This design comes from an exercise in tuning for small area, a short achievable clock period and few clock cycles on the open sky130 flow, not from production work.
RTL that was checked went through simulation tests only; none was proved equivalent to the original.

==> inputs of job 8730 <==
## seq_multi
module seq_multi #(
    parameter WIDTH = 32
)
(
    input wire logic clk,
    input wire logic rst,
    input wire logic start,
    input wire logic [WIDTH - 1:0] multiplier,
    input wire logic [WIDTH - 1:0] multiplicand,
    output logic busy,
    output logic [(WIDTH * 2) - 1:0] product
);
export LEC_CHECK = 0
export CAP_MARGIN = 20
export CORE_MARGIN = 2
export CORE_UTILIZATION = 40
export SETUP_SLACK_MARGIN = 0.5
export SLEW_MARGIN = 20
create_clock -name core_clock -period 5.0 [get_ports {clk}]
standard.sh (not shown) runs the stock make flow with config.mk's settings and CLKGATE_MAP_FILE= SYNTH_SCRIPT=/design/flow/synth_recipe.tcl, a recipe that flattens the netlist after the stock synthesis.
==> flow/flow/run.sh <==
#!/bin/bash
# The standard layout, with the port buffers made of buf_4 cells instead of the
# delay-buffer cells buffer_ports picks by default.
set -euo pipefail
export BUFFER_PORTS_ARGS="-buffer_cell sky130_fd_sc_hd__buf_4"
bash standard.sh finish > standard.log 2>&1
==> inputs of job 9049, as changes to job 8730 <==
- CORE_UTILIZATION: 40 -> 45
- SETUP_SLACK_MARGIN: 0.5 -> 1.0
==> run summary <==
Job 9049 completed with no timing, DRC or antenna violations. Job 8730 went through all stages and came out clean. In job 8730 the worst setup slack is worse than in job 9049, by 110 ps. In area after synthesis, job 8730 and job 9049 do not differ. In job 8730 the wire length is lower than in job 9049, by 16%. Of job 8730 and job 9049, job 8730 has the higher sequential share of layout area (gap 3.0 points). Against job 9049, the design area of job 8730 is smaller by about 20%. Between job 8730 and job 9049, the lower hold slack is in job 9049 (gap 6.6 ps). Count of clock-buffer cells in the layout: job 8730 is lower than job 9049 (2). Against job 9049, the global-route usage of job 8730 is lower by 7.3 points.
==> figures <==
|  | job 8730 | job 9049 |
|---|---|---|
| Run status | no timing/DRC/antenna violations | no timing/DRC/antenna violations |
| Fraction of area in multi-input gates | 63.9% | 61.2% |
| Transition time at the pin with the least slew margin | 957 ps | 1150 ps |
| Die area | 59,300 um^2 | 52,800 um^2 |
| Fraction of layout instances using a drive strength above 1 | 17.2% | 43.6% |
| Maximum clock rate | 222 MHz | 227 MHz |
| Global-route track usage on met2 | 46.2% | 57.1% |
| Post-place setup slack | -428 ps | -81.6 ps |
| Number of well taps | 756 | 672 |
| WL met1 | 41,600 um | 43,700 um |
| Worst reg2reg path startpoint | bm$_DFF_P_ | q[17]$_DFFE_PN_ |
| Sequential share of cell area | 14.5% | 11.5% |
| Multi-input comb cells | 1,923 | 1,924 |
| Critical path fanouts, max | 3 | 9 |
| Critical path arrival | 3510 ps | 3400 ps |
| Total setup buffers inserted after CTS | 16 | 193 |
| Average detailed-routed wire length per instance | 27.2 um | 30.5 um |
| Total placed instance area | 25,800 um^2 | 25,700 um^2 |
Testbench counts of job 8730, summed over its fixed seeds: cycles 1,024.
Testbench counts of job 9049, summed over its fixed seeds: cycles 1,024.

---

==> job 4333: inputs <==
seq_multi, a different RTL version from the one above (not shown whole).
==> flow/config.mk <==
export PLATFORM = sky130hd
export DESIGN_NAME = seq_multi
export DESIGN_NICKNAME = seq_multi
export VERILOG_FILES = /design/flow/design.v
export SDC_FILE = /design/flow/constraint.sdc
export NUM_CORES = 4
export LEC_CHECK = 0
export CAP_MARGIN = 20
export CORE_MARGIN = 2
export CORE_UTILIZATION = 50
export SETUP_SLACK_MARGIN = 0.5
export SLEW_MARGIN = 20
==> flow/constraint.sdc <==
create_clock -name core_clock -period 5.0 [get_ports {clk}]
set_input_delay 1.0000 -clock core_clock [delete_from_list [all_inputs] [get_ports {clk}]]
set_output_delay 1.0000 -clock core_clock [all_outputs]
set_load 0.01 [all_outputs]
==> flow/flow/run.sh <==
#!/bin/bash
# The standard layout, with the port buffers made of buf_1 cells instead of the
# delay-buffer cells buffer_ports picks by default.
set -euo pipefail
export BUFFER_PORTS_ARGS="-buffer_cell sky130_fd_sc_hd__buf_1"
bash standard.sh finish > standard.log 2>&1
==> job 4399: changes against job 4333 <==
SETUP_SLACK_MARGIN = 0.3   (was 0.5)
==> job 1136: changes against job 4333 <==
SETUP_SLACK_MARGIN = 0.7   (was 0.5)
==> qor summary <==
metric                                                                   job 1136        job 4399        job 4333
Result of the run                                                  finished clean  finished clean  finished clean
CP Buf/Inv Count                                                                2               1               2
Final non-filler cell total                                                  3352            3187            3212
Setup Slack @ Placement                                                 0.0697 ns      -0.0170 ns      -0.0943 ns
Final clock-cell share                                                     0.0211          0.0239          0.0237
Global-route met1 utilization                                               0.575           0.549           0.558
Footprint of the flip-flops and latches                                  3950 µm²        3920 µm²        3930 µm²
Fraction of final layout cells with drive strength greater than 1           0.231          0.0900           0.122
Non-clock buffer count in the final layout                                    437             273             298
Antenna violations before repair                                                3               1               1
Layout clock buffers                                                           20              20              18
No functional check of the RTL was part of any run of this note.

-- what the ideal ports hide --
No port has a modelled driver above. Below, the same layouts with a new extraction and two added sets of constraints. Step 1 (the two cells are an assumption about what drives the block):
set clk [get_ports {clk}]
set_driving_cell -lib_cell sky130_fd_sc_hd__clkbuf_16 $clk
set_driving_cell -lib_cell sky130_fd_sc_hd__buf_2 [delete_from_list [all_inputs] $clk]
Step 2, shift: input delay + t, output delay - t, t = (earliest + latest rising clock arrival at the registers) / 2. This alone moves slack from input paths to output paths. Slacks: ideal ports / drivers / drivers and shift; pairs: ideal ports / drivers.
| run | t (ns) | setup WS [ns] | worst slew at a driven data input, ns | pins driven straight from the clock port |
|---|---|---|---|---|
| job 8730 | 0.553 | 0.486 / 0.426 / 0.092 | 0.09 | 1 |
| job 9049 | 0.558 | 0.595 / 0.535 / 0.087 | 0.08 | 1 |
| job 4333 | 0.556 | 0.542 / 0.482 / 0.097 | 0.05 | 1 |
| job 4399 | 0.549 | 0.370 / 0.310 / -0.059 | 0.06 | 1 |
| job 1136 | 0.572 | 0.542 / 0.479 / 0.225 | 0.06 | 1 |
With both steps, setup timing fails in job 4399, where it was met with ideal ports. For job 9049, which loses most, drivers alone change the setup slack by -0.060 ns; drivers and shift together by -0.508 ns.
